Context: an optimization exercise on an open-source flow, tuned for small area, a short achievable clock period and few clock cycles per item. The choices shown serve that exercise and are no tape-out recipe.
At most, simulation tests tie the RTL to the original design; equivalence was not proved.
No activity file was given, so power comes from the tool's default toggle rates.

==> inputs of job 8760 <==
## single_prec_mult
module single_prec_mult
  (
    input  wire        clk,
    input  wire        reset,
    input  wire        start,
    input  wire [31:0] a,
    input  wire [31:0] b,
    output wire [31:0] product,
    output reg         mult_done
  );
Settings: LEC_CHECK=0, ABC_AREA=1, CAP_MARGIN=20, CORE_MARGIN=2, CORE_UTILIZATION=70, CTS_BUF_LIST=sky130_fd_sc_hd__clkbuf_4 sky130_fd_sc_hd__clkbuf_8, PLACE_DENSITY=0.8, SETUP_SLACK_MARGIN=0.1, SLEW_MARGIN=20; clock period 5.0 ns.
standard.sh (not shown) runs the stock make flow with config.mk's settings and CLKGATE_MAP_FILE= SYNTH_SCRIPT=/design/flow/synth_recipe.tcl, a recipe that flattens the netlist after the stock synthesis.
==> flow/flow/run.sh <==
#!/bin/bash
# Standard layout with two changes:
#  - the port buffers are buf_2 cells rather than the resizer's default pick
#    (a slow delay buffer);
#  - after the standard synthesis, polarity.py flips full adders (which are
#    self-dual) and swaps XOR/XNOR gates to remove inverters around them;
#    registers are untouched.
set -euo pipefail
export BUFFER_PORTS_ARGS="-buffer_cell sky130_fd_sc_hd__buf_2"
R="$PWD/orfs/results/$FLOW_PLATFORM/single_prec_mult/base"
bash standard.sh "$R/1_2_yosys.v" > synth.log 2>&1
python3 flow/polarity.py "$R/1_2_yosys.v" "$R/1_2_yosys.pol.v" > polarity.log 2>&1
cp "$R/1_2_yosys.v" "$R/1_2_yosys.std.v"
mv "$R/1_2_yosys.pol.v" "$R/1_2_yosys.v"
bash standard.sh > standard.log 2>&1
Other scripts of this flow, unchanged in this note and not shown: flow/flow/polarity.py
==> job 8288 (differences from job 8760) <==
SETUP_SLACK_MARGIN = 0.25   (was 0.1)
==> run summary <==
GR Util All Layers 44.1%; cell depth of the worst setup path 12; Flop pwr share 15.8%; Logic power comb 9.30 mW; metal3 WL 7060 µm; met1 WL 19600 µm; dpl cells 2099; 1st-iter DRT viols 2103; fraction of area in clock buffers and inverters 1.26%; RePlAce Congestion 1.04; power per cell area 655 mW/mm²; Non-Filler Instances 2115; status timing/DRC/antenna clean; Sequential Power 1.86 mW; CP startpoint kind primary input; Pleak 7.68 nW; NumNets Final 2227
(the above is from job 8760)
==> run summary <==
Flop pwr share 16.0%; Non-Filler Instances 2109; met1 WL 19600 µm; NumNets Final 2221; fraction of area in clock buffers and inverters 0.986%; status timing/DRC/antenna clean; Sequential Power 1.85 mW; RePlAce Congestion 0.999; GR Util All Layers 42.7%; cell depth of the worst setup path 15; 1st-iter DRT viols 1908; CP startpoint kind flop; metal3 WL 7390 µm
(the above is from job 8288)
Testbench counts of job 8760, summed over its fixed seeds: cycles 2,048, items 2,048.
Testbench counts of job 8288, summed over its fixed seeds: cycles 2,048, items 2,048.

==> run a <==
Another version of the RTL of single_prec_mult (not shown whole).
export LEC_CHECK = 0
export ABC_AREA = 1
export CAP_MARGIN = 20
export CORE_MARGIN = 2
export CORE_UTILIZATION = 60
export PLACE_DENSITY = 0.72
export SETUP_SLACK_MARGIN = 0.1
export SLEW_MARGIN = 20
create_clock -name core_clock -period 5.0 [get_ports {clk}]
==> flow/flow/run.sh <==
#!/bin/bash
# Standard layout with two changes:
#  - the port buffers are buf_2 cells rather than the resizer's default pick
#    (a slow delay buffer);
#  - after the standard synthesis, polarity.py flips full adders (which are
#    self-dual) to remove inverters between them; registers are untouched.
set -euo pipefail
export BUFFER_PORTS_ARGS="-buffer_cell sky130_fd_sc_hd__buf_2"
R="$PWD/orfs/results/$FLOW_PLATFORM/single_prec_mult/base"
bash standard.sh "$R/1_2_yosys.v" > synth.log 2>&1
python3 flow/polarity.py "$R/1_2_yosys.v" "$R/1_2_yosys.pol.v" > polarity.log 2>&1
cp "$R/1_2_yosys.v" "$R/1_2_yosys.std.v"
mv "$R/1_2_yosys.pol.v" "$R/1_2_yosys.v"
bash standard.sh > standard.log 2>&1
Other scripts of this flow, unchanged in this note and not shown: flow/flow/polarity.py
==> run b: changes against run a <==
Settings changed: CORE_UTILIZATION 60 to 70, PLACE_DENSITY 0.72 to 0.8.
==> run c: changes against run a <==
==> flow/flow/run.sh (replaced) <==
#!/bin/bash
# Standard layout with two changes:
#  - the port buffers are buf_1 cells rather than the resizer's default pick
#    (a slow delay buffer);
#  - after the standard synthesis, polarity.py flips full adders (which are
#    self-dual) to remove inverters between them; registers are untouched.
set -euo pipefail
export BUFFER_PORTS_ARGS="-buffer_cell sky130_fd_sc_hd__buf_1"
R="$PWD/orfs/results/$FLOW_PLATFORM/single_prec_mult/base"
bash standard.sh "$R/1_2_yosys.v" > synth.log 2>&1
python3 flow/polarity.py "$R/1_2_yosys.v" "$R/1_2_yosys.pol.v" > polarity.log 2>&1
cp "$R/1_2_yosys.v" "$R/1_2_yosys.std.v"
mv "$R/1_2_yosys.pol.v" "$R/1_2_yosys.v"
bash standard.sh > standard.log 2>&1
Settings changed: CORE_UTILIZATION 60 to 70, PLACE_DENSITY 0.72 to 0.8.
==> comparison <==
Synthesized cell count is the same in run a and run b.
Setup slack: run a is worse than run b (0.019 ns).
Against run a, the clock power of run b is larger by 8.2%.
In critical path depth, run b and run a do not differ.
Between run c and run a, the lower non-clock buffer count is in run a (gap 12).
In clock skew, run c and run a do not differ.
Against run c, the first-iteration DRC count of run a is lower by about 11%.
Between run a and run c, the lower power is in run a (gap about 1.4%, measured against run c).
Routed wire length, lowest first: run a, run c, run b.
Cell count: run a > run c > run b.
==> figures <==
metric	run b	run a	run c
Status	complete, no violations	complete, no violations	complete, no violations
Drt initial violations	1,731	1,522	1,705
Net switching fraction of the power	51.4%	50.7%	51.8%
Met2 track demand over resource	67.7%	55.1%	68.1%
Switching power summed over all nets	6.62 mW	6.41 mW	6.66 mW
Largest net degree at the start of global routing	63	49	60
Fill cell count	1,664	2,355	1,651
Final critical-path required period	4.72 ns	4.74 ns	4.78 ns
Vias after detailed routing	14,800	14,400	14,900
Highest attainable clock frequency	212 MHz	211 MHz	209 MHz
Number of inserted diodes	0	1	2
Signal buf overhead	8.09%	8.84%	8.40%
Register-to-register setup slack	4.22 ns	4.22 ns	4.19 ns
Placed Cells incl. Taps	2,235	2,301	2,253
Number of non-clock buffers	218	224	236
Post-route clock period utilization	94.4%	94.8%	95.6%
Global routing usage on met1	58.7%	50.5%	56.3%
Total number of tap cells	324	384	324
Crit-path slowest cell	sky130_fd_sc_hd__fa_2	sky130_fd_sc_hd__fa_1	sky130_fd_sc_hd__fa_1
Data arrival at the endpoint of the critical path	3.72 ns	3.74 ns	3.78 ns
Die footprint	0.0260 sq mm	0.0302 sq mm	0.0260 sq mm
Testbench counts of run a, summed over its fixed seeds: cycles 2,048, items 2,048.
Testbench counts of run b, summed over its fixed seeds: cycles 2,048, items 2,048.
Testbench counts of run c, summed over its fixed seeds: cycles 2,048, items 2,048.

==> inputs of onyx <==
Another version of the RTL of single_prec_mult (not shown whole).
## single_prec_mult
module single_prec_mult
  (
    input  wire        clk,
    input  wire        reset,
    input  wire        start,
    input  wire [31:0] a,
    input  wire [31:0] b,
    output wire [31:0] product,
    output reg         mult_done
  );
Settings: LEC_CHECK=0, ABC_AREA=1, CAP_MARGIN=20, CORE_MARGIN=2, CORE_UTILIZATION=70, PLACE_DENSITY=0.8, SETUP_SLACK_MARGIN=0.1, SLEW_MARGIN=20; clock period 5.0 ns.
==> flow/flow/run.sh <==
#!/bin/bash
# Standard layout with two changes:
#  - the port buffers are buf_2 cells rather than the resizer's default pick
#    (a slow delay buffer);
#  - after the standard synthesis, polarity.py flips full adders (which are
#    self-dual) to remove inverters between them; registers are untouched.
set -euo pipefail
export BUFFER_PORTS_ARGS="-buffer_cell sky130_fd_sc_hd__buf_2"
R="$PWD/orfs/results/$FLOW_PLATFORM/single_prec_mult/base"
bash standard.sh "$R/1_2_yosys.v" > synth.log 2>&1
python3 flow/polarity.py "$R/1_2_yosys.v" "$R/1_2_yosys.pol.v" > polarity.log 2>&1
cp "$R/1_2_yosys.v" "$R/1_2_yosys.std.v"
mv "$R/1_2_yosys.pol.v" "$R/1_2_yosys.v"
bash standard.sh > standard.log 2>&1
==> flow/flow/polarity.py <==
#!/usr/bin/env python3
"""Remove inverters around full adders in a mapped sky130 netlist.

A full adder is self-dual: FA(~a,~b,~c) = (~sum, ~cout).  So a full adder may be
replaced by the same cell fed with the complements of its inputs, its outputs then
carrying the complements.  This picks, by local search, which full adders to flip
so that fewest signals need an inverted copy, and rebuilds the inverters: one
inverter per signal whose inverted copy some load still needs.  Everything else
in the netlist (registers included) is kept as it is.

usage: polarity.py IN.v OUT.v
"""
import re, sys, collections

src = open(sys.argv[1]).read()
m = re.search(r'^(module .*?;\n)(.*)^endmodule', src, re.S | re.M)
head, body = m.group(1), m.group(2)
inst_re = re.compile(r'^\s*(sky130_fd_sc_hd__\w+)\s+(\S+)\s*\((.*?)\);\n', re.S | re.M)
decls = []
cells = []
pos = 0
for mm in inst_re.finditer(body):
    pre = body[pos:mm.start()]
    decls.append(pre)
    pins = [(p, n.strip()) for p, n in re.findall(r'\.(\w+)\(([^()]*)\)', mm.group(3))]
    cells.append([mm.group(1), mm.group(2), pins])
    pos = mm.end()
tail = body[pos:]
decl_txt = ''.join(decls)
assert 'assign' not in decl_txt and 'assign' not in tail, 'assign statements not handled'

OUTPINS = {'X', 'Y', 'Q', 'Q_N', 'SUM', 'COUT', 'HI', 'LO'}
def is_inv(t):
    return re.match(r'sky130_fd_sc_hd__(clk)?inv_\d+$', t) is not None
def is_fa(t):
    return re.match(r'sky130_fd_sc_hd__fa_\d+$', t) is not None

ports_out = set()
for mm in re.finditer(r'^\s*output\s+(\[(\d+):(\d+)\]\s+)?(\S+);', head + decl_txt, re.M):
    name = mm.group(4)
    if mm.group(1):
        hi, lo = int(mm.group(2)), int(mm.group(3))
        for i in range(min(hi, lo), max(hi, lo) + 1):
            ports_out.add('%s[%d]' % (name, i))
    else:
        ports_out.add(name)

driver = {}
for ci, (t, n, pins) in enumerate(cells):
    for p, net in pins:
        if p in OUTPINS:
            driver[net] = (ci, p)
invs = set(ci for ci, c in enumerate(cells) if is_inv(c[0]))
fas = [ci for ci, c in enumerate(cells) if is_fa(c[0])]

def base_of(net):
    par = 0
    seen = 0
    while net in driver and driver[net][0] in invs:
        ci = driver[net][0]
        net = dict(cells[ci][2])['A']
        par ^= 1
        seen += 1
        assert seen < 100
    return net, par

# loads: every input pin of a non-inverter cell, plus output ports driven through inverters
loads = []   # (cell index or None, pin, base, parity)
for ci, (t, n, pins) in enumerate(cells):
    if ci in invs:
        continue
    for pi, (p, net) in enumerate(pins):
        if p in OUTPINS:
            continue
        if net.startswith("1'") or net == '':
            continue
        b, par = base_of(net)
        loads.append((ci, pi, b, par))
# output ports driven by inverters need a load entry too
port_loads = []
for net in ports_out:
    if net in driver and driver[net][0] in invs:
        b, par = base_of(net)
        port_loads.append((net, b, par))

fixed = set()
for ci in fas:
    for p, net in cells[ci][2]:
        if p in ('SUM', 'COUT') and net in ports_out:
            fixed.add(ci)
fa_set = set(fas)
flip = collections.defaultdict(int)

by_base = collections.defaultdict(list)
for L in loads:
    by_base[L[2]].append(L)
for net, b, par in port_loads:
    by_base[b].append((None, net, b, par))
cell_bases = collections.defaultdict(set)   # bases touching an FA (as load or driver)
for b, Ls in by_base.items():
    for L in Ls:
        if L[0] is not None and L[0] in fa_set:
            cell_bases[L[0]].add(b)
    if b in driver and driver[b][0] in fa_set:
        cell_bases[driver[b][0]].add(b)

def need_inv(b):
    d = flip[driver[b][0]] if b in driver and driver[b][0] in fa_set else 0
    for ci, pi, bb, par in by_base[b]:
        f = flip[ci] if ci is not None and ci in fa_set else 0
        if par ^ f ^ d:
            return 1
    return 0

def cost_around(ci):
    return sum(need_inv(b) for b in cell_bases[ci])

before = sum(need_inv(b) for b in by_base)
changed = True
passes = 0
while changed and passes < 50:
    changed = False
    passes += 1
    for ci in fas:
        if ci in fixed:
            continue
        c0 = cost_around(ci)
        flip[ci] ^= 1
        c1 = cost_around(ci)
        if c1 < c0:
            changed = True
        else:
            flip[ci] ^= 1
# simulated annealing from the greedy result (deterministic seed)
import random, math
rng = random.Random(1)
cur = sum(need_inv(b) for b in by_base)
best = cur; best_flip = dict(flip)
free = [c for c in fas if c not in fixed]
T = 2.0
for it in range(200000):
    ci = free[rng.randrange(len(free))]
    c0 = cost_around(ci)
    flip[ci] ^= 1
    c1 = cost_around(ci)
    dlt = c1 - c0
    if dlt <= 0 or rng.random() < math.exp(-dlt / T):
        cur += dlt
        if cur < best:
            best = cur; best_flip = dict(flip)
    else:
        flip[ci] ^= 1
    T = max(0.05, 2.0 * (1 - it / 150000.0))
flip = collections.defaultdict(int, best_flip)
after = sum(need_inv(b) for b in by_base)

# rebuild
newcells = []
inv_net = {}
extra_wires = []
cnt = [0]
def inverted(b):
    if b not in inv_net:
        cnt[0] += 1
        nn = '_pol_n%d_' % cnt[0]
        extra_wires.append(nn)
        inv_net[b] = nn
        newcells.append(['sky130_fd_sc_hd__inv_1', '_pol_i%d_' % cnt[0], [('A', b), ('Y', nn)]])
    return inv_net[b]
load_map = {}
for b, Ls in by_base.items():
    d = flip[driver[b][0]] if b in driver and driver[b][0] in fa_set else 0
    for ci, pi, bb, par in Ls:
        f = flip[ci] if ci is not None and ci in fa_set else 0
        want_inv = par ^ f ^ d
        load_map[(ci, pi)] = inverted(b) if want_inv else b
out_cells = []
port_assign = []
for ci, (t, n, pins) in enumerate(cells):
    if ci in invs:
        continue
    newpins = []
    for pi, (p, net) in enumerate(pins):
        if (ci, pi) in load_map:
            net = load_map[(ci, pi)]
        newpins.append((p, net))
    out_cells.append([t, n, newpins])
# output ports that were driven by inverters: drive them with a buffer-free inverter or direct
for (ci, net), nn in ((k, v) for k, v in load_map.items() if k[0] is None):
    pass
for net, b, par in port_loads:
    d = flip[driver[b][0]] if b in driver and driver[b][0] in fa_set else 0
    if par ^ d:
        cnt[0] += 1
        out_cells.append(['sky130_fd_sc_hd__inv_1', '_pol_o%d_' % cnt[0], [('A', b), ('Y', net)]])
    else:
        cnt[0] += 1
        out_cells.append(['sky130_fd_sc_hd__buf_1', '_pol_o%d_' % cnt[0], [('A', b), ('X', net)]])
out_cells.extend(newcells)

# drop declarations of nets no longer used? keep them (dangling wires are harmless)
o = [head, decl_txt]
for w in extra_wires:
    o.append('  wire %s;\n' % w)
for t, n, pins in out_cells:
    o.append('  %s %s (\n%s\n  );\n' % (t, n, ',\n'.join('    .%s(%s%s)' % (p, net, ' ' if net.startswith('\\') else '') for p, net in pins)))
o.append(tail)
o.append('endmodule\n')
open(sys.argv[2], 'w').write(''.join(o) + src[m.end():])
sys.stderr.write('polarity: %d FAs, %d flipped, inverters %d -> %d (old inverter cells %d), %d passes\n'
                 % (len(fas), sum(flip[c] for c in fas), before, after, len(invs), passes))
==> inputs of harbor, as changes to onyx <==
--- a/flow/design.v
+++ b/flow/design.v
@@ -998,15 +998,28 @@
 assign c78 = (pp6_1 & c62) | (c64 & (pp6_1 ^ c62));
 assign s79 = s73 ^ s75 ^ c66;
 assign c80 = (s73 & s75) | (c66 & (s73 ^ s75));
 assign s81 = c68 ^ s77 ^ s79;
 assign c82 = (c68 & s77) | (s79 & (c68 ^ s77));
 assign s83 = c70 ^ c72;
 assign c84 = c70 & c72;
-wire [14:0] lowsum = {1'b0, s81, c60, c50, c40, s37, c24, s21, s15, s9, s5, c2, pp1_0, pp0_1, neg0} + {1'b0, s83, s71, s59, s49, s39, s31, s23, s17, s11, s7, s3, s1, 1'b0, pp0_0};
+wire lc0 = (neg0 & pp0_0);
+wire lc1 = (pp0_1 & 1'b0) | ((pp0_1 | 1'b0) & lc0);
+wire lc2 = (pp1_0 & s1) | ((pp1_0 | s1) & lc1);
+wire lc3 = (c2 & s3) | ((c2 | s3) & lc2);
+wire lc4 = (s5 & s7) | ((s5 | s7) & lc3);
+wire lc5 = (s9 & s11) | ((s9 | s11) & lc4);
+wire lc6 = (s15 & s17) | ((s15 | s17) & lc5);
+wire lc7 = (s21 & s23) | ((s21 | s23) & lc6);
+wire lc8 = (c24 & s31) | ((c24 | s31) & lc7);
+wire lc9 = (s37 & s39) | ((s37 | s39) & lc8);
+wire lc10 = (c40 & s49) | ((c40 | s49) & lc9);
+wire lc11 = (c50 & s59) | ((c50 | s59) & lc10);
+wire lc12 = (c60 & s71) | ((c60 | s71) & lc11);
+wire lc13 = (s81 & s83) | ((s81 | s83) & lc12);
 assign s85 = neg7 ^ pp0_14 ^ pp1_12;
 assign c86 = (neg7 & pp0_14) | (pp1_12 & (neg7 ^ pp0_14));
 assign s87 = pp2_10 ^ pp3_8 ^ pp4_6;
 assign c88 = (pp2_10 & pp3_8) | (pp4_6 & (pp2_10 ^ pp3_8));
 assign s89 = pp5_4 ^ pp6_2 ^ pp7_0;
 assign c90 = (pp5_4 & pp6_2) | (pp7_0 & (pp5_4 ^ pp6_2));
 assign s91 = c74 ^ c76 ^ s85;
@@ -1493,15 +1506,15 @@
 assign c572 = (c564 & s569) | (c566 & (c564 ^ s569));
 assign s573 = 1'b1 ^ x[22] ^ pp11_24;
 assign c574 = (1'b1 & x[22]) | (pp11_24 & (1'b1 ^ x[22]));
 assign s575 = c570 ^ s573;
 assign c576 = c570 & s573;
 assign s577 = 1'b1 ^ c574;
 assign c578 = 1'b1 & c574;
-assign cut = {c576, s577, c572, s575, s571, c568, c562, s567, s561, c556, c548, s555, s547, c540, c530, s539, s529, c520, c508, s519, s507, c496, c482, s495, s481, c468, s467, c452, c436, s451, c434, s435, c418, s417, c400, c382, s399, c380, s381, c362, s361, c342, c322, s341, c320, s321, c300, c278, s299, c276, s277, c256, s255, c236, s235, c216, s215, c198, c180, s197, c178, s179, s177, s161, c144, s143, c128, s127, c112, c98, s111, lowsum[14], s97};
+assign cut = {c576, s577, c572, s575, s571, c568, c562, s567, s561, c556, c548, s555, s547, c540, c530, s539, s529, c520, c508, s519, s507, c496, c482, s495, s481, c468, s467, c452, c436, s451, c434, s435, c418, s417, c400, c382, s399, c380, s381, c362, s361, c342, c322, s341, c320, s321, c300, c278, s299, c276, s277, c256, s255, c236, s235, c216, s215, c198, c180, s197, c178, s179, s177, s161, c144, s143, c128, s127, c112, c98, s111, lc13, s97};
 endmodule
 module mant_l2
   (
     input  wire [72:0] q,
     output wire [24:0] p
   );
 wire s579;
==> flow/flow/run.sh (replaced) <==
#!/bin/bash
# Standard layout with two changes:
#  - the port buffers are buf_2 cells rather than the resizer's default pick
#    (a slow delay buffer);
#  - after the standard synthesis, polarity.py flips full adders (which are
#    self-dual) and swaps XOR/XNOR gates to remove inverters around them;
#    registers are untouched.
set -euo pipefail
export BUFFER_PORTS_ARGS="-buffer_cell sky130_fd_sc_hd__buf_2"
R="$PWD/orfs/results/$FLOW_PLATFORM/single_prec_mult/base"
bash standard.sh "$R/1_2_yosys.v" > synth.log 2>&1
python3 flow/polarity.py "$R/1_2_yosys.v" "$R/1_2_yosys.pol.v" > polarity.log 2>&1
cp "$R/1_2_yosys.v" "$R/1_2_yosys.std.v"
mv "$R/1_2_yosys.pol.v" "$R/1_2_yosys.v"
bash standard.sh > standard.log 2>&1
--- a/flow/flow/polarity.py
+++ b/flow/flow/polarity.py
@@ -1,14 +1,15 @@
 #!/usr/bin/env python3
-"""Remove inverters around full adders in a mapped sky130 netlist.
+"""Remove inverters around full adders and XOR gates in a mapped sky130 netlist.
 
 A full adder is self-dual: FA(~a,~b,~c) = (~sum, ~cout).  So a full adder may be
 replaced by the same cell fed with the complements of its inputs, its outputs then
-carrying the complements.  This picks, by local search, which full adders to flip
-so that fewest signals need an inverted copy, and rebuilds the inverters: one
+carrying the complements.  A 2-input XOR absorbs an inversion of any input or of
+its output by becoming an XNOR (and the other way round).  This picks, by local
+search, which full adders to flip so that fewest signals need an inverted copy, and rebuilds the inverters: one
 inverter per signal whose inverted copy some load still needs.  Everything else
 in the netlist (registers included) is kept as it is.
 
 usage: polarity.py IN.v OUT.v
 """
 import re, sys, collections
 
@@ -28,14 +29,18 @@
 tail = body[pos:]
 decl_txt = ''.join(decls)
 assert 'assign' not in decl_txt and 'assign' not in tail, 'assign statements not handled'
 
 OUTPINS = {'X', 'Y', 'Q', 'Q_N', 'SUM', 'COUT', 'HI', 'LO'}
 def is_inv(t):
     return re.match(r'sky130_fd_sc_hd__(clk)?inv_\d+$', t) is not None
+def is_xor(t):
+    return re.match(r'sky130_fd_sc_hd__x(n)?or2_\d+$', t) is not None
+def xor_swap(t):
+    return t.replace('__xor2_', '__XNOR2_').replace('__xnor2_', '__xor2_').replace('__XNOR2_', '__xnor2_')
 def is_fa(t):
     return re.match(r'sky130_fd_sc_hd__fa_\d+$', t) is not None
 
 ports_out = set()
 for mm in re.finditer(r'^\s*output\s+(\[(\d+):(\d+)\]\s+)?(\S+);', head + decl_txt, re.M):
     name = mm.group(4)
     if mm.group(1):
@@ -48,14 +53,15 @@
 driver = {}
 for ci, (t, n, pins) in enumerate(cells):
     for p, net in pins:
         if p in OUTPINS:
             driver[net] = (ci, p)
 invs = set(ci for ci, c in enumerate(cells) if is_inv(c[0]))
 fas = [ci for ci, c in enumerate(cells) if is_fa(c[0])]
+xors = set(ci for ci, c in enumerate(cells) if is_xor(c[0]))
 
 def base_of(net):
     par = 0
     seen = 0
     while net in driver and driver[net][0] in invs:
         ci = driver[net][0]
         net = dict(cells[ci][2])['A']
@@ -97,24 +103,44 @@
 for net, b, par in port_loads:
     by_base[b].append((None, net, b, par))
 cell_bases = collections.defaultdict(set)   # bases touching an FA (as load or driver)
 for b, Ls in by_base.items():
     for L in Ls:
         if L[0] is not None and L[0] in fa_set:
             cell_bases[L[0]].add(b)
+            # an FA output feeding an xor: the xor's output base is unaffected
     if b in driver and driver[b][0] in fa_set:
         cell_bases[driver[b][0]].add(b)
 
+def wants(b):
+    w = set()
+    for ci, pi, bb, par in by_base[b]:
+        if ci is not None and ci in xors:
+            continue
+        f = flip[ci] if ci is not None and ci in fa_set else 0
+        w.add(par ^ f)
+    return w
+
+def out_pol(b):
+    # polarity of the physical net b relative to its original value
+    if b in driver:
+        dc = driver[b][0]
+        if dc in fa_set:
+            return flip[dc]
+        if dc in xors:
+            w = wants(b)
+            return min(w) if len(w) == 1 else 0
+    return 0
+
 def need_inv(b):
-    d = flip[driver[b][0]] if b in driver and driver[b][0] in fa_set else 0
-    for ci, pi, bb, par in by_base[b]:
-        f = flip[ci] if ci is not None and ci in fa_set else 0
-        if par ^ f ^ d:
-            return 1
-    return 0
+    w = wants(b)
+    if b in driver and driver[b][0] in xors:
+        return 1 if len(w) > 1 else 0
+    d = out_pol(b)
+    return 1 if any(x != d for x in w) else 0
 
 def cost_around(ci):
     return sum(need_inv(b) for b in cell_bases[ci])
 
 before = sum(need_inv(b) for b in by_base)
 changed = True
 passes = 0
@@ -164,20 +190,31 @@
         cnt[0] += 1
         nn = '_pol_n%d_' % cnt[0]
         extra_wires.append(nn)
         inv_net[b] = nn
         newcells.append(['sky130_fd_sc_hd__inv_1', '_pol_i%d_' % cnt[0], [('A', b), ('Y', nn)]])
     return inv_net[b]
 load_map = {}
+xor_fix = collections.defaultdict(int)   # parity of input corrections per xor cell
 for b, Ls in by_base.items():
-    d = flip[driver[b][0]] if b in driver and driver[b][0] in fa_set else 0
+    d = out_pol(b)
     for ci, pi, bb, par in Ls:
+        if ci is not None and ci in xors:
+            load_map[(ci, pi)] = b
+            xor_fix[ci] ^= par ^ d
+            continue
         f = flip[ci] if ci is not None and ci in fa_set else 0
         want_inv = par ^ f ^ d
         load_map[(ci, pi)] = inverted(b) if want_inv else b
+for ci in xors:
+    onet = [net for p, net in cells[ci][2] if p in OUTPINS][0]
+    if xor_fix[ci] ^ out_pol(onet):
+        cells[ci][0] = xor_swap(cells[ci][0])
+        newout = 'Y' if '__xnor2_' in cells[ci][0] else 'X'
+        cells[ci][2] = [((newout if p in ('X', 'Y') else p), net) for p, net in cells[ci][2]]
 out_cells = []
 port_assign = []
 for ci, (t, n, pins) in enumerate(cells):
     if ci in invs:
         continue
     newpins = []
     for pi, (p, net) in enumerate(pins):
@@ -185,15 +222,15 @@
             net = load_map[(ci, pi)]
         newpins.append((p, net))
     out_cells.append([t, n, newpins])
 # output ports that were driven by inverters: drive them with a buffer-free inverter or direct
 for (ci, net), nn in ((k, v) for k, v in load_map.items() if k[0] is None):
     pass
 for net, b, par in port_loads:
-    d = flip[driver[b][0]] if b in driver and driver[b][0] in fa_set else 0
+    d = out_pol(b)
     if par ^ d:
         cnt[0] += 1
         out_cells.append(['sky130_fd_sc_hd__inv_1', '_pol_o%d_' % cnt[0], [('A', b), ('Y', net)]])
     else:
         cnt[0] += 1
         out_cells.append(['sky130_fd_sc_hd__buf_1', '_pol_o%d_' % cnt[0], [('A', b), ('X', net)]])
 out_cells.extend(newcells)
CTS_BUF_LIST = sky130_fd_sc_hd__clkbuf_4 sky130_fd_sc_hd__clkbuf_8   (was unset)
==> notes <==
harbor completed, yet does not pass: negative setup slack. onyx ran to the end with violations: negative setup slack.
Worst hold slack: harbor is worse than onyx (26 ps).
Between harbor and onyx, the lower sequential share of layout area is in onyx (gap 0.71 points).
Between onyx and harbor, the lower register-to-register slack is in onyx (gap 20 ps).
Of onyx and harbor, onyx has the higher first-iteration DRC count (gap 26%, measured against harbor).
Count of clock-buffer cells in the layout is the same in onyx and harbor.
==> figures <==
quantity                                                                   harbor                  onyx
Outcome                                                           failed layout checks  failed layout checks
Reasons for failing layout checks                            negative setup slack  negative setup slack
Fraction of layout instances using a drive strength above 1                 17.7%                 19.4%
Period minus WS final                                                     5350 ps               5040 ps
Die H                                                                      156 um                160 um
Utilization after layout                                                    80.4%                 79.6%
Post-detail-place hpwl                                                   37600 um              43700 um
Least setup slack across all paths after layout                           -353 ps              -36.4 ps
Fraction of standard cell area in multi-input logic                         69.8%                 68.3%
Crit path to                                                           product[0]           product[16]
Post-placement cell area                                             0.0176 sq mm          0.0185 sq mm
Wire length per cell after detailed routing                               24.1 um               25.5 um
P_int                                                                     6130 uW               6480 uW
No functional check of the RTL was part of any run of this note.

[separate check: timing with driven ports]
How much do the figures lean on ideal ports? The routed layouts below were timed once more, with nothing changed but the port constraints. Step 1 (the two cells are an assumption about what drives the block):
set clk [get_ports {clk}]
set_driving_cell -lib_cell sky130_fd_sc_hd__clkbuf_16 $clk
set_driving_cell -lib_cell sky130_fd_sc_hd__buf_2 [delete_from_list [all_inputs] $clk]
Step 2 adds t to the input delays and takes it off the output delays; t is the mean of the earliest and latest rising clock arrival at the registers after step 1. Input paths then give back, and output paths get back, about the clock's delay inside the block. Three values: ideal, step 1, step 2; two values: the first two.
| run | t, ns | slack for setup (ns) | clock arrival spread, ns | worst register clock-pin slew, ns |
|---|---|---|---|---|
| job 8760 | 0.434 | 0.361 / 0.335 / -0.076 | 0.028 / 0.029 | 0.12 / 0.12 |
| job 8288 | 0.433 | 0.448 / 0.402 / 0.092 | 0.019 / 0.019 | 0.11 / 0.11 |
| run a | 0.416 | 0.258 / 0.206 / 0.050 | 0.016 / 0.016 | 0.07 / 0.07 |
| run b | 0.413 | 0.278 / 0.227 / -0.115 | 0.024 / 0.023 | 0.09 / 0.09 |
| run c | 0.408 | 0.219 / 0.171 / -0.148 | 0.019 / 0.019 | 0.08 / 0.08 |
| onyx | 0.402 | -0.036 / -0.082 / 0.002 | 0.013 / 0.014 | 0.07 / 0.07 |
| harbor | 0.435 | -0.353 / -0.401 / -0.054 | 0.033 / 0.033 | 0.12 / 0.12 |
Met with ideal ports but missed after step 2: setup timing in job 8760, run b and run c. The setup slack of job 8760, which loses most, moves by -0.026 ns with the drivers and by -0.437 ns with both steps.
